This design comes from an exercise in tuning for small area and a short achievable clock period on the open sky130 flow, not from production work.
Function was checked by simulation only, so behaviour that the tests miss may differ from the original.

## flow/design.v (module list and top-level ports; edited modules follow where they fit)
// module KiwiNPU: 15220 lines
// module benc: 15 lines
module KiwiNPU (
  input  wire         clk,
  input  wire         rst_n,
  input  wire [31:0]  in_vec,
  input  wire [511:0] weights_flat,
  input  wire [95:0]  biases_flat,
  output wire [31:0]  out_vec
);
  // ...
==> flow/flow/run.sh <==
#!/bin/bash
# The standard layout (standard.sh), with two synthesis changes:
#  - SYNTH_ARGS=-noabc: skip Yosys's generic ABC pass before full-adder
#    extraction, so the adder trees written in the RTL map onto full-adder
#    cells as written (ABC still maps everything else afterwards);
set -euo pipefail
bash standard.sh SYNTH_ARGS=-noabc SYNTH_HIERARCHICAL=1 finish > standard_flow.log 2>&1
==> flow/standard.sh <==
#!/bin/bash
# synth_recipe.tcl (not shown) runs the flow's synth.tcl, then flattens the netlist and writes it again
# the make line also repeats each setting of config.mk as NAME=value (left out here)
make -C /OpenROAD-flow-scripts/flow DESIGN_CONFIG=/design/flow/config.mk WORK_HOME=/design/flow/orfs CLKGATE_MAP_FILE= SYNTH_SCRIPT=/design/flow/synth_recipe.tcl "${@:-finish}"
==> flow/config.mk <==
export PLATFORM = sky130hd
export DESIGN_NAME = KiwiNPU
export DESIGN_NICKNAME = KiwiNPU
export VERILOG_FILES = /design/flow/design.v
export SDC_FILE = /design/flow/constraint.sdc
export NUM_CORES = 4
export LEC_CHECK = 0
export CAP_MARGIN = 20
export CORE_MARGIN = 2
export CORE_UTILIZATION = 60
export PLACE_DENSITY = 0.72
export SETUP_SLACK_MARGIN = 5.0
export SLEW_MARGIN = 20
==> flow/constraint.sdc <==
create_clock -name core_clock -period 12.0 [get_ports {clk}]
set_input_delay 2.4000 -clock core_clock [delete_from_list [all_inputs] [get_ports {clk}]]
set_output_delay 2.4000 -clock core_clock [all_outputs]
set_load 0.01 [all_outputs]
==> results.txt, run 1 <==
- Status: timing/DRC/antenna clean
- Xor and xnor area share after synthesis: 19.7%
- Required time of the critical path: 12430 ps
- CTS Buffer Depth: 2
- Post-synth top flop: dfrtp_1
- Final Slew Violations: 0
- Initial antenna violation count: 80
- Buf+Inv Stages, Crit Path: 2
- Setup Fix Bufs, Post-CTS: 401
- Setup Skew: 26.9 ps
- Chip width: 412 um
- Hold_buf cts: 0
- Starting Density: 60.5%
- Core box area: 165000 sq um
- Worst reg-to-reg path cell count: 20
- Top Family by Delay on Critical Path: adder cells
- Multi-input gate count: 8007
- Clock Tree Root: clkbuf_16
- First-pass detailed-route iteration total: 12
- Post-Route WL: 478 mm
- H-tree levels: 3
- Std cell rows: 149
- Crit-path max FO: 17
- Slew @ Worst Pin: 1260 ps
- Max Cap Viol: 0
- Count leader, synth: fa_1
- Sequential standard cell area: 2160 sq um
- Final nets: 13438
- Mux cell area share after synthesis: 0.211%
- Synth top cells by count: fa_1, xnor2_1, a22oi_1
- Commonest non-fill, non-tap cells in the layout: fa_1, xnor2_1, a22oi_1
- Fillers: 11651
- Crit path launch type: flop
- Kind of end point of the critical path: flop
- Hold path cells: 6
- Largest family of logic cells by synthesized area: adder cells
- Top sig layer: met5
- RSZ-0062 raised after global routing: yes
- IO Pins: 674
- Remaining Overflow, GRT: 0
==> run 2, diff against run 1 <==
--- a/flow/design.v
+++ b/flow/design.v
@@ -14521,7 +14521,7 @@
   wire f1_0_hP3_15 = f1_0_pp[15] & f1_0_hP2_14;
   wire f1_0_hG3_16 = f1_0_hG0_16 | (f1_0_hP0_16 & f1_0_hG2_14);
   wire f1_0_hP3_16 = f1_0_hP0_16 & f1_0_hP2_14;
-  wire f1_0_sg = f1_0_pp[17] ^ (f1_0_hG3_16 | (f1_0_hP3_16 & f1_0_c7));
+  wire f1_0_sg = f1_0_pp[17] ^ f1_0_hG3_16;
   wire [10:0] f1_0_x = f1_0_pp[17:7];
   wire [10:0] f1_0_o = f1_0_pp[17:7] | f1_0_pg[17:7];
   wire f1_0_e = &(~(f1_0_x[10:1] ^ f1_0_o[9:0]));
@@ -14581,7 +14581,7 @@
   wire f1_1_hP3_15 = f1_1_pp[15] & f1_1_hP2_14;
   wire f1_1_hG3_16 = f1_1_hG0_16 | (f1_1_hP0_16 & f1_1_hG2_14);
   wire f1_1_hP3_16 = f1_1_hP0_16 & f1_1_hP2_14;
-  wire f1_1_sg = f1_1_pp[17] ^ (f1_1_hG3_16 | (f1_1_hP3_16 & f1_1_c7));
+  wire f1_1_sg = f1_1_pp[17] ^ f1_1_hG3_16;
   wire [10:0] f1_1_x = f1_1_pp[17:7];
   wire [10:0] f1_1_o = f1_1_pp[17:7] | f1_1_pg[17:7];
   wire f1_1_e = &(~(f1_1_x[10:1] ^ f1_1_o[9:0]));
@@ -14641,7 +14641,7 @@
   wire f1_2_hP3_15 = f1_2_pp[15] & f1_2_hP2_14;
   wire f1_2_hG3_16 = f1_2_hG0_16 | (f1_2_hP0_16 & f1_2_hG2_14);
   wire f1_2_hP3_16 = f1_2_hP0_16 & f1_2_hP2_14;
-  wire f1_2_sg = f1_2_pp[17] ^ (f1_2_hG3_16 | (f1_2_hP3_16 & f1_2_c7));
+  wire f1_2_sg = f1_2_pp[17] ^ f1_2_hG3_16;
   wire [10:0] f1_2_x = f1_2_pp[17:7];
   wire [10:0] f1_2_o = f1_2_pp[17:7] | f1_2_pg[17:7];
   wire f1_2_e = &(~(f1_2_x[10:1] ^ f1_2_o[9:0]));
@@ -14701,7 +14701,7 @@
   wire f1_3_hP3_15 = f1_3_pp[15] & f1_3_hP2_14;
   wire f1_3_hG3_16 = f1_3_hG0_16 | (f1_3_hP0_16 & f1_3_hG2_14);
   wire f1_3_hP3_16 = f1_3_hP0_16 & f1_3_hP2_14;
-  wire f1_3_sg = f1_3_pp[17] ^ (f1_3_hG3_16 | (f1_3_hP3_16 & f1_3_c7));
+  wire f1_3_sg = f1_3_pp[17] ^ f1_3_hG3_16;
   wire [10:0] f1_3_x = f1_3_pp[17:7];
   wire [10:0] f1_3_o = f1_3_pp[17:7] | f1_3_pg[17:7];
   wire f1_3_e = &(~(f1_3_x[10:1] ^ f1_3_o[9:0]));
@@ -14761,7 +14761,7 @@
   wire f1_4_hP3_15 = f1_4_pp[15] & f1_4_hP2_14;
   wire f1_4_hG3_16 = f1_4_hG0_16 | (f1_4_hP0_16 & f1_4_hG2_14);
   wire f1_4_hP3_16 = f1_4_hP0_16 & f1_4_hP2_14;
-  wire f1_4_sg = f1_4_pp[17] ^ (f1_4_hG3_16 | (f1_4_hP3_16 & f1_4_c7));
+  wire f1_4_sg = f1_4_pp[17] ^ f1_4_hG3_16;
   wire [10:0] f1_4_x = f1_4_pp[17:7];
   wire [10:0] f1_4_o = f1_4_pp[17:7] | f1_4_pg[17:7];
   wire f1_4_e = &(~(f1_4_x[10:1] ^ f1_4_o[9:0]));
@@ -14821,7 +14821,7 @@
   wire f1_5_hP3_15 = f1_5_pp[15] & f1_5_hP2_14;
   wire f1_5_hG3_16 = f1_5_hG0_16 | (f1_5_hP0_16 & f1_5_hG2_14);
   wire f1_5_hP3_16 = f1_5_hP0_16 & f1_5_hP2_14;
-  wire f1_5_sg = f1_5_pp[17] ^ (f1_5_hG3_16 | (f1_5_hP3_16 & f1_5_c7));
+  wire f1_5_sg = f1_5_pp[17] ^ f1_5_hG3_16;
   wire [10:0] f1_5_x = f1_5_pp[17:7];
   wire [10:0] f1_5_o = f1_5_pp[17:7] | f1_5_pg[17:7];
   wire f1_5_e = &(~(f1_5_x[10:1] ^ f1_5_o[9:0]));
@@ -14881,7 +14881,7 @@
   wire f1_6_hP3_15 = f1_6_pp[15] & f1_6_hP2_14;
   wire f1_6_hG3_16 = f1_6_hG0_16 | (f1_6_hP0_16 & f1_6_hG2_14);
   wire f1_6_hP3_16 = f1_6_hP0_16 & f1_6_hP2_14;
-  wire f1_6_sg = f1_6_pp[17] ^ (f1_6_hG3_16 | (f1_6_hP3_16 & f1_6_c7));
+  wire f1_6_sg = f1_6_pp[17] ^ f1_6_hG3_16;
   wire [10:0] f1_6_x = f1_6_pp[17:7];
   wire [10:0] f1_6_o = f1_6_pp[17:7] | f1_6_pg[17:7];
   wire f1_6_e = &(~(f1_6_x[10:1] ^ f1_6_o[9:0]));
@@ -14941,7 +14941,7 @@
   wire f1_7_hP3_15 = f1_7_pp[15] & f1_7_hP2_14;
   wire f1_7_hG3_16 = f1_7_hG0_16 | (f1_7_hP0_16 & f1_7_hG2_14);
   wire f1_7_hP3_16 = f1_7_hP0_16 & f1_7_hP2_14;
-  wire f1_7_sg = f1_7_pp[17] ^ (f1_7_hG3_16 | (f1_7_hP3_16 & f1_7_c7));
+  wire f1_7_sg = f1_7_pp[17] ^ f1_7_hG3_16;
   wire [10:0] f1_7_x = f1_7_pp[17:7];
   wire [10:0] f1_7_o = f1_7_pp[17:7] | f1_7_pg[17:7];
   wire f1_7_e = &(~(f1_7_x[10:1] ^ f1_7_o[9:0]));
@@ -15001,7 +15001,7 @@
   wire f2_0_hP3_15 = f2_0_pp[15] & f2_0_hP2_14;
   wire f2_0_hG3_16 = f2_0_hG0_16 | (f2_0_hP0_16 & f2_0_hG2_14);
   wire f2_0_hP3_16 = f2_0_hP0_16 & f2_0_hP2_14;
-  wire f2_0_sg = f2_0_pp[17] ^ (f2_0_hG3_16 | (f2_0_hP3_16 & f2_0_c7));
+  wire f2_0_sg = f2_0_pp[17] ^ f2_0_hG3_16;
   wire [10:0] f2_0_x = f2_0_pp[17:7];
   wire [10:0] f2_0_o = f2_0_pp[17:7] | f2_0_pg[17:7];
   wire f2_0_e = &(~(f2_0_x[10:1] ^ f2_0_o[9:0]));
@@ -15061,7 +15061,7 @@
   wire f2_1_hP3_15 = f2_1_pp[15] & f2_1_hP2_14;
   wire f2_1_hG3_16 = f2_1_hG0_16 | (f2_1_hP0_16 & f2_1_hG2_14);
   wire f2_1_hP3_16 = f2_1_hP0_16 & f2_1_hP2_14;
-  wire f2_1_sg = f2_1_pp[17] ^ (f2_1_hG3_16 | (f2_1_hP3_16 & f2_1_c7));
+  wire f2_1_sg = f2_1_pp[17] ^ f2_1_hG3_16;
   wire [10:0] f2_1_x = f2_1_pp[17:7];
   wire [10:0] f2_1_o = f2_1_pp[17:7] | f2_1_pg[17:7];
   wire f2_1_e = &(~(f2_1_x[10:1] ^ f2_1_o[9:0]));
@@ -15121,7 +15121,7 @@
   wire f2_2_hP3_15 = f2_2_pp[15] & f2_2_hP2_14;
   wire f2_2_hG3_16 = f2_2_hG0_16 | (f2_2_hP0_16 & f2_2_hG2_14);
   wire f2_2_hP3_16 = f2_2_hP0_16 & f2_2_hP2_14;
-  wire f2_2_sg = f2_2_pp[17] ^ (f2_2_hG3_16 | (f2_2_hP3_16 & f2_2_c7));
+  wire f2_2_sg = f2_2_pp[17] ^ f2_2_hG3_16;
   wire [10:0] f2_2_x = f2_2_pp[17:7];
   wire [10:0] f2_2_o = f2_2_pp[17:7] | f2_2_pg[17:7];
   wire f2_2_e = &(~(f2_2_x[10:1] ^ f2_2_o[9:0]));
@@ -15181,7 +15181,7 @@
   wire f2_3_hP3_15 = f2_3_pp[15] & f2_3_hP2_14;
   wire f2_3_hG3_16 = f2_3_hG0_16 | (f2_3_hP0_16 & f2_3_hG2_14);
   wire f2_3_hP3_16 = f2_3_hP0_16 & f2_3_hP2_14;
-  wire f2_3_sg = f2_3_pp[17] ^ (f2_3_hG3_16 | (f2_3_hP3_16 & f2_3_c7));
+  wire f2_3_sg = f2_3_pp[17] ^ f2_3_hG3_16;
   wire [10:0] f2_3_x = f2_3_pp[17:7];
   wire [10:0] f2_3_o = f2_3_pp[17:7] | f2_3_pg[17:7];
   wire f2_3_e = &(~(f2_3_x[10:1] ^ f2_3_o[9:0]));
--- a/flow/config.mk
+++ b/flow/config.mk
@@ -7,7 +7,6 @@
 export LEC_CHECK = 0
 export CAP_MARGIN = 20
 export CORE_MARGIN = 2
-export CORE_UTILIZATION = 60
-export PLACE_DENSITY = 0.72
+export CORE_UTILIZATION = 40
 export SETUP_SLACK_MARGIN = 5.0
 export SLEW_MARGIN = 20
==> results.txt, run 2 <==
- Status: timing/DRC/antenna clean (unchanged)
- Synthesized area: 100000 sq um (was 99800 sq um)
- Final cell count without fillers: 13369 (was 12283)
- Hold_buf cts: 0 (unchanged)
- Post-DP HPWL: 366 mm (was 326 mm)
- Number of stages on the worst setup path: 21 (was 20)
- Chip width: 504 um (was 412 um)
- Avg Cell Area, Syn: 10.4 sq um (about the same)
- Required time of the critical path: 12340 ps (was 12430 ps)
- Setup violators final: 0 (unchanged)
- Count leader, synth: fa_1 (unchanged)
- Gpl congestion: 1.05 (was 1.07)
- Max Cap Viol: 0 (unchanged)
- Crit path launch type: input pin (was flop)
- Post-Route WL: 493 mm (was 478 mm)
- Netlist cell types: 58 (was 56)
- Slowest cell on the critical path: fa_1 (was nor2b_4)
- Kind of end point of the critical path: flop (unchanged)
- Final Util: 48.8% (was 73.2%)
- Rel. slew slack: 13.7% (was 15.9%)
- Initial drt markers: 11738 (was 16296)
- Final ANT Viol Nets: 0 (unchanged)
- Most frequent cell on the critical path: fa_1 (was fa_2)
- Starting Density: 40.2% (was 60.5%)
- CTS Buffer Depth: 2 (unchanged)
- First-pass detailed-route iteration total: 9 (was 12)
- Die area: 254000 sq um (was 170000 sq um)
- Critical path class: in -> reg (was reg -> reg)
- IO Pins: 674 (unchanged)
- Commonest non-fill, non-tap cell in the layout: fa_1 (unchanged)
- Worst r2r src: hq_2[3]$_DFF_PN0_ (was hq_2[1]$_DFF_PN0_)
- Remaining Overflow, GRT: 0 (unchanged)
- Vias: 86510 (was 91211)
- CTS tree: yes (unchanged)
- Setup Skew: 21.4 ps (was 26.9 ps)
- Setup crit start: in_vec[4] (was hq_2[1]$_DFF_PN0_)
- Sequential fraction of the synthesis area: 2.10% (was 2.11%)
- Crit-path max FO: 10 (was 17)
- Met1 Resource Use GR: 44.1% (was 64.2%)
- Number of port buffers: 669 (unchanged)
- Vias per inst: 6.47 (was 7.43)
- Synth top area share: 44.5% (was 44.6%)
- Cell Area, Placed: 111000 sq um (was 109000 sq um)
- Fmax: 0.126 GHz (was 0.128 GHz)
- Placed Cells: 12820 (was 11608)
- Flop2flop setup slack: 4180 ps (about the same)
- RSZ-0062 raised after global routing: yes (unchanged)
- Fillers: 22718 (was 11651)
- Post-route design area: 121000 sq um (about the same)
- Core box area: 249000 sq um (was 165000 sq um)
- Worst hold-check path type: reg -> reg (unchanged)
- Flops & latches, synth: 84 (unchanged)
- Cells after Synth: 9661 (was 9604)
- GR Util All Layers: 37.8% (was 54.9%)
- Post-synth ARST share: 100% (unchanged)
- Top post-synthesis cells by area: fa_1, xnor2_1, a22oi_1 (unchanged)
- Fin crit share: 65.9% (was 65.2%)
- Met2 Usage GRT: 57.7% (was 76.5%)
- Buf+Inv Stages, Crit Path: 6 (was 2)
- First-pass GRT wire length: 686 mm (was 663 mm)
- R2r endpoint: yq_1[5]$_DFF_PN0_ (was yq_2[2]$_DFF_PN0_)
- Setup total negative slack: 0 ps (unchanged)
- Ratio of cells with drive above 1 in the final layout: 21.9% (was 22.9%)
- Clock-pin slew on the worst setup and hold paths: 90 ps (was 100 ps)
- GR Layer Usage met3: 12.4% (was 24.6%)
- H-tree levels: 3 (unchanged)
- Fin. Hold Viols: 0 (unchanged)
- DRC: 0 (unchanged)
- Clock sinks: 84 (unchanged)
- Initial antenna violation count: 129 (was 80)
- Largest net degree at the start of global routing: 43 (was 50)
- Slew @ Worst Pin: 1290 ps (was 1260 ps)
- Worst reg-to-reg path cell count: 19 (was 20)
- Vias in the first global route: 91449 (was 95321)
- Top Family by Delay on Critical Path: adder cells (unchanged)
- Synth-to-layout area growth: 21.4% (was 21.1%)
- Synth area leader: fa_1 (unchanged)
- Final Slew Violations: 0 (unchanged)
- Final nets: 13363 (was 13438)
- Synth top cells by count: fa_1, xnor2_1, a22oi_1 (unchanged)
- Gr busiest metal: met2 (unchanged)
- Number of synthesis warnings: 7 (unchanged)
- CTS buffer count: 9 (unchanged)
- Worst EP arrival: 8250 ps (about the same)
- Worst setup endpoint: hq_2[0]$_DFF_PN0_ (was yq_2[2]$_DFF_PN0_)
- Mean routed wirelength per cell: 36.8 um (was 38.9 um)
- Post-synth EDFFs: 0 (unchanged)
- Crit-path max cell delay: 620 ps (was 910 ps)
- Post-synth top flop: dfrtp_1 (unchanged)
- Min cycle time layout: 7910 ps (was 7820 ps)
- Crit path cell chain: buf_12 > buf_12 > buf_4 > xor2_4 > buf_6 > a22oi_2 > xnor2_2 > fa_1 > fa_1 > fa_1 > fa_2 > fa_1 > fa_1 > inv_2 > ha_4 > and3b_2 > nor4_4 > nand4_1 > a311o_2 > buf_12 > mux2i_1 (was nor2b_4 > buf_4 > a22oi_2 > xnor2_2 > fa_2 > fa_1 > fa_2 > fa_2 > fa_2 > fa_2 > fa_2 > fa_1 > inv_2 > ha_4 > nand4_1 > nor2_4 > or4b_4 > a31o_2 > nand3_4 > o21a_1)
- Clock Tree Root: clkbuf_16 (unchanged)
- Die H: 504 um (was 412 um)
- Commonest non-fill, non-tap cells in the layout: fa_1, xnor2_1, a22oi_1 (unchanged)
- Clock Latency Late Sink: 490 ps (was 500 ps)
- Std cell rows: 183 (was 149)
==> run 2: cell count changes after synthesis, moves of 13 or more <==
| cell | previous run | this run |
|---|---|---|
| mux2i_1 | 21 | 84 |
| a21o_1 | 78 | 22 |
| xor2_1 | 451 | 406 |
| inv_1 | 417 | 460 |
| xnor2_1 | 1796 | 1836 |
| a21oi_1 | 40 | 70 |
| nand2_1 | 292 | 313 |
| o21a_1 | 33 | 12 |
| o21ai_0 | 292 | 309 |
| nand4_1 | 36 | 23 |
| nor2_1 | 27 | 14 |
==> run 2: final cells by class <==
type / instances / area [sq um] / area share (%)
Inverter: 460 / 1730 / 1.42
Tap cell: 3330 / 4170 / 3.43
Clock inverter: 6 / 75.1 / 0.0618
Antenna cell: 87 / 218 / 0.179
Sequential cell: 84 / 2170 / 1.79
Clock buffer: 10 / 239 / 0.197
Multi-Input combinational cell: 8014 / 98100 / 80.8
Timing Repair Buffer: 1378 / 14700 / 12.1
==> run 2: cells by family after synthesis <==
family                   count (synthesis)  share of synthesized area [%]
AO/OA/AOI/OAI                         2320                           16.7
XOR/XNOR                              2242                           19.6
adder cells (fa/ha/maj)               2774                           51.4
buffers and inverters                 1583                           6.48
flip-flops                              84                           2.10
multiplexers                            84                          0.841
other                                    1                        0.00375
AND/OR/NAND/NOR                        573                           2.83
==> run 2: stage by stage <==
| stage | hold WS [ps] | setup slack (ps) |
|---|---|---|
| final | 1640 | 4090 |
| after global routing | 1660 | 4010 |
| after CTS | 1610 | 4120 |
| after detailed placement | 1580 | 1960 |
| after global placement | 1580 | 2010 |
| after floorplan | 1260 | 4100 |
==> run 2: worst min-delay path, delay by kind of cell (launching register included) <==
family	cells	cell delay, ps
flip-flops	1	370
buffers and inverters	2	380
XOR/XNOR	1	130
adder cells (fa/ha/maj)	3	400
multiplexers	1	110
AND/OR/NAND/NOR	1	170
==> run 2: routing by layer <==
metal	up-vias	routed length, um
met5	-	457
met4	74	47200
met3	1974	63400
met2	7178	217000
met1	44163	164000
li1	33121	-
==> run 2: modules after synthesis, one instance, submodules excluded <==
| module | flip-flops and latches | cell area (sq um) |
|---|---|---|
| benc | 0 | 91.3 |
| KiwiNPU | 84 | 97800 |
==> run 2: worst min-delay path by stage <==
stage | startpoint | end | cells after the start
after detailed placement | hq_6[0]$_DFF_PN0_ | yq_1[0]$_DFF_PN0_ | 8
after global routing | hq_7[1]$_DFF_PN0_ | yq_2[0]$_DFF_PN0_ | 6
after global placement | hq_6[0]$_DFF_PN0_ | yq_1[0]$_DFF_PN0_ | 8
after CTS | hq_6[0]$_DFF_PN0_ | yq_1[0]$_DFF_PN0_ | 8
after floorplan | hq_1[1]$_DFF_PN0_ | yq_1[0]$_DFF_PN0_ | 6
final | hq_6[0]$_DFF_PN0_ | yq_1[0]$_DFF_PN0_ | 8
==> run 2: repair_timing <==
item                                    in CTS  in global routing
endpoints found under the setup margin      84                 84
cloned                                      39                  7
buffers inserted                           311                 89
pin swaps                                  406                367
gates resized for setup                   2300                570
hold endpoints to repair                     0                  0

what the ideal ports hide:
No port has a modelled driver above. Below, the same layouts with a new extraction and two added sets of constraints.
Step 1: set_driving_cell puts a clkbuf_16 on clk and a buf_2 on each other input, an assumption about the parent block.
Step 2 also shifts input and output timing later by t, the mid clock arrival at the registers, as if the neighbouring blocks saw the same clock.
Slacks: ideal ports / drivers / drivers and shift; pairs: ideal ports / drivers.
| run | shift t [ns] | setup slack, ns | worst hold slack (ns) | worst setup path at the end |
|---|---|---|---|---|
| run 1 | 0.561 | 4.176 / 4.053 / 3.491 | 1.528 / 1.528 / 1.528 | input to register |
| run 2 | 0.574 | 4.092 / 3.969 / 3.395 | 1.641 / 1.641 / 1.641 | input to register |
After both steps every run listed still meets setup and hold. The setup slack of run 2, which loses most, moves by -0.123 ns with the drivers and by -0.697 ns with both steps.
